This is an optimization exercise on Yosys and OpenROAD, whose aim is small area and a short achievable clock period, not a production implementation. The RTL was checked by simulation tests, not by an equivalence proof against the original design.

==> run B <==
==> flow/design.v <==
module HW(clk, rst, din, do0, do1, do2, count, di0, mo);
    input clk;
    input rst;
    input [49:0] din;
    output reg [9:0] do0;
    output reg [9:0] do1;
    output reg [9:0] do2;
    output [6:0] count;
    output [29:0] di0;
    output [89:0] mo;
    reg [3:0] cnt;
    assign count = {3'b000, cnt};
    reg [29:0] x012;      
    reg [19:0] x34;       
    reg [89:0] hist;      
    reg [9:0] b0, b1, b2;
    reg [8:0] c0, c1, c2;
    assign di0 = x012;
    assign mo = hist;
    wire [9:0] x0 = x012[9:0];
    wire [9:0] x1 = x012[19:10];
    wire [9:0] x2 = x012[29:20];
    wire [9:0] x3 = x34[9:0];
    wire [9:0] x4 = x34[19:10];
    wire [9:0] p12 = x1 + x2;
    wire [9:0] s0 = x0 + p12;
    wire [9:0] s1 = p12 + x3;
    wire [9:0] s2 = x2 + x3 + x4;
    always @(posedge clk, posedge rst) begin
        if (rst) begin
            cnt <= 4'd0;
            x012 <= 30'd0;
            x34 <= 20'd0;
            hist <= 90'd0;
            do0 <= 10'd0; do1 <= 10'd0; do2 <= 10'd0;
            b0 <= 10'd0; b1 <= 10'd0; b2 <= 10'd0;
            c0 <= 9'd0; c1 <= 9'd0; c2 <= 9'd0;
        end else begin
            cnt <= (cnt == 4'd10) ? 4'd0 : cnt + 4'd1;
            x012 <= din[29:0];
            x34 <= din[49:30];
            hist <= {hist[59:0], x012};
            do0 <= {s0[7:0], 2'b00} + b0;
            do1 <= {s1[7:0], 2'b00} + b1;
            do2 <= {s2[7:0], 2'b00} + b2;
            b0 <= s0 + {s0[8:0], 1'b0} + {c0, 1'b0};
            b1 <= s1 + {s1[8:0], 1'b0} + {c1, 1'b0};
            b2 <= s2 + {s2[8:0], 1'b0} + {c2, 1'b0};
            c0 <= s0[8:0];
            c1 <= s1[8:0];
            c2 <= s2[8:0];
        end
    end
endmodule
==> flow/run.sh <==
#!/bin/bash
# synth_recipe.tcl (not shown) runs the flow's synth.tcl, then flattens the netlist and writes it again
# the make line also repeats each setting of config.mk as NAME=value (left out here)
make -C /OpenROAD-flow-scripts/flow DESIGN_CONFIG=/design/flow/config.mk WORK_HOME=/design/flow/orfs CLKGATE_MAP_FILE= SYNTH_SCRIPT=/design/flow/synth_recipe.tcl finish
==> flow/config.mk <==
export PLATFORM = sky130hd
export DESIGN_NAME = HW
export DESIGN_NICKNAME = HW
export VERILOG_FILES = /design/flow/design.v
export SDC_FILE = /design/flow/constraint.sdc
export NUM_CORES = 4
export LEC_CHECK = 0
export CAP_MARGIN = 20
export CORE_MARGIN = 2
export CORE_UTILIZATION = 40
export SLEW_MARGIN = 20
==> flow/constraint.sdc <==
create_clock -name core_clock -period 9.0 [get_ports {clk}]
set_input_delay 1.8000 -clock core_clock [delete_from_list [all_inputs] [get_ports {clk}]]
set_output_delay 1.8000 -clock core_clock [all_outputs]
set_load 0.01 [all_outputs]
==> run M (differences from run B) <==
==> flow/design.v (replaced) <==
module HW(clk, rst, din, do0, do1, do2, count, di0, mo);
    input clk ;
    input rst ;
    localparam  dSize = 10;
    input [dSize*5-1:0] din ;
    output [dSize*3*3-1:0] mo ;
    output [dSize*3-1:0] di0 ;
    output reg [6:0] count ;
    always @(posedge clk, posedge rst) begin
        if (rst)
            count <= 0;
        else if (count == 10)
            count <= 0;
        else
            count <= count + 6'd1;
    end
    output [dSize-1:0] do0;
    output [dSize-1:0] do1;
    output [dSize-1:0] do2;
    reg [dSize-1:0] d0[0:2];
    reg [dSize-1:0] d1[0:2];
    reg [dSize-1:0] d2[0:2];
    assign di0 = { d0[2],d0[1],d0[0] };
    matrix #(.lSize(3), .dSize(dSize)) ma0(clk, rst, { d0[0],d0[1],d0[2] }, do0, mo);
    matrix #(.lSize(3), .dSize(dSize)) ma1(clk, rst, { d1[0],d1[1],d1[2] }, do1);
    matrix #(.lSize(3), .dSize(dSize)) ma2(clk, rst, { d2[0],d2[1],d2[2] }, do2);
    wire [dSize-1:0] data[0:4];
    generate
        genvar  i6 ;
        for ( i6 = 0; i6 < 5 ; i6 = i6 + 1) begin :rows
            assign data[i6] = din[dSize*i6 +: dSize];
        end
    endgenerate
    always @(posedge clk, posedge rst) begin
        if (rst) begin
            d0[0] <= 0;
            d0[1] <= 0;
            d0[2] <= 0;
            d1[0] <= 0;
            d1[1] <= 0;
            d1[2] <= 0;
            d2[0] <= 0;
            d2[1] <= 0;
            d2[2] <= 0;
        end else     begin
            d0[0] <= data[0];
            d0[1] <= data[1];
            d0[2] <= data[2];
            d1[0] <= data[1];
            d1[1] <= data[2];
            d1[2] <= data[3];
            d2[0] <= data[2];
            d2[1] <= data[3];
            d2[2] <= data[4];
        end
    end
endmodule
module matrix  ( clk, rst, ds, dOut, mo);
    parameter lSize = 3;
    parameter dSize = 3;
    input clk;
    input rst;
    input [0:dSize*lSize-1] ds;
    output [dSize-1:0] dOut ;
    reg [dSize-1:0] m[0:(lSize*lSize)-1];
    wire [dSize-1:0] a[0:(lSize*lSize)-1];
    output [dSize*lSize*lSize-1:0] mo ;
    assign mo = {m[8], m[7], m[6], m[5], m[4], m[3], m[2],m[1], m[0]};
    unit #(.dSize(dSize), .h(10'd4)) u0(m[0], 10'd0,a[0]);
    unit #(.dSize(dSize), .h(10'd4)) u1(m[1], a[0] ,a[1]);
    unit #(.dSize(dSize), .h(10'd4)) u2(m[2], a[1] ,a[2]);
    unit #(.dSize(dSize), .h(10'd3)) u3(m[3], a[2] ,a[3]);
    unit #(.dSize(dSize), .h(10'd3)) u4(m[4], a[3] ,a[4]);
    unit #(.dSize(dSize), .h(10'd3)) u5(m[5], a[4] ,a[5]);
    unit #(.dSize(dSize), .h(10'd2)) u6(m[6], a[5] ,a[6]);
    unit #(.dSize(dSize), .h(10'd2)) u7(m[7], a[6] ,a[7]);
    unit #(.dSize(dSize), .h(10'd2)) u8(m[8], a[7] ,a[8]);
    wire [dSize-1:0] d[0:lSize-1];
    generate
        genvar  i0 ;
        for ( i0 = 0; i0 < lSize; i0 = i0 + 1) begin :N
            assign d[i0] = ds[dSize*i0 : dSize*(i0+1)-1];
        end
    endgenerate
    integer i2;
    integer i3;
    integer i4;
    always @(posedge clk, posedge rst) begin
        if (rst) begin
            for ( i2 = 0; i2 < (lSize*lSize) ; i2 = i2 + 1)
                m[i2] <= 0;
        end else begin
            for ( i3 = 0; i3 < lSize ; i3 = i3 + 1)
            m[i3] <= d[i3];
            for ( i4 = lSize; i4 < (lSize*lSize) ; i4 = i4 + 1)
            m[i4] <= m[i4-lSize];
        end
    end
    assign dOut = a[(lSize*lSize)-1];
endmodule
module unit (dIn, aIn, aOut);
    parameter dSize = 3;
    parameter h = 1;
    input [dSize-1 :0] dIn;
    input [dSize-1 :0] aIn;
    output [dSize-1 :0] aOut;
    wire [dSize-1:0] snap;
    assign snap = dIn * h;
    assign aOut = aIn + snap;
endmodule
==> notes <==
In run B the first-iteration DRC count is larger than in run M, by about 50%.
In run B the register-to-register slack is lower than in run M, by 4.0 ns.
Of run M and run B, run M has the higher wire length (gap 20%, measured against run B).
Of run B and run M, run M has the higher synthesized cell count (gap 15%, measured against run M).
Of run M and run B, run M has the higher area after synthesis (gap about 17%, measured against run B).
Against run M, the utilization of run B is higher by 0.84 points.
==> figures <==
| item | run M | run B |
|---|---|---|
| Run status | finished clean | finished clean |
| Crit path capture type | output port | register |
| Area share of buffers outside the clock network | 0.142 | 0.158 |
| Origin of the worst min-delay path | d2[2][2] | b1[1] |
| Launch point of the worst reg-to-reg path | count[2] | x012[20] |
| Final routed wire length divided by cell count | 16.1 µm | 15.4 µm |
| Number of distinct standard cells referenced by the synthesized netlist | 29 | 41 |
| Worst path setup slack after routing | 0.397 ns | 3.85 ns |
| Clock latency on the worst-skew pair | 0.53 ns | 0.52 ns |
| Required arrival time at the worst endpoint | 7.20 ns | 9.40 ns |
| Post-route fraction of the period consumed by the critical path | 0.956 | 0.572 |
| Gpl congestion | 0.822 | 0.766 |
| Mapped Avg Cell Area | 13.7 µm² | 13.8 µm² |
| Util after Layout | 0.532 | 0.540 |

-- re-timing with driven ports --
The results above use ideal ports. As a check the final layouts listed here were re-extracted and re-timed, cells and wires unchanged. Step 1: set_driving_cell puts a clkbuf_16 on clk and a buf_2 on each other input, an assumption about the parent block. Step 2 adds t to the input delays and takes it off the output delays; t is the mean of the earliest and latest rising clock arrival at the registers after step 1. Input paths then give back, and output paths get back, about the clock's delay inside the block. a / b / c = ideal / step 1 / step 2; a / b = the first two.
| run | t, ns | setup slack, ns | worst setup path at the end | slew at the worst register clock pin (ns) | worst data-port slew with drivers (ns) |
|---|---|---|---|---|---|
| run B | 0.554 | 3.854 / 3.854 / 3.854 | register to register | 0.06 / 0.06 | 0.07 |
| run M | 0.565 | 0.397 / 0.352 / 0.916 | register to output | 0.06 / 0.06 | 0.04 |
After both steps every run listed still meets setup and hold.
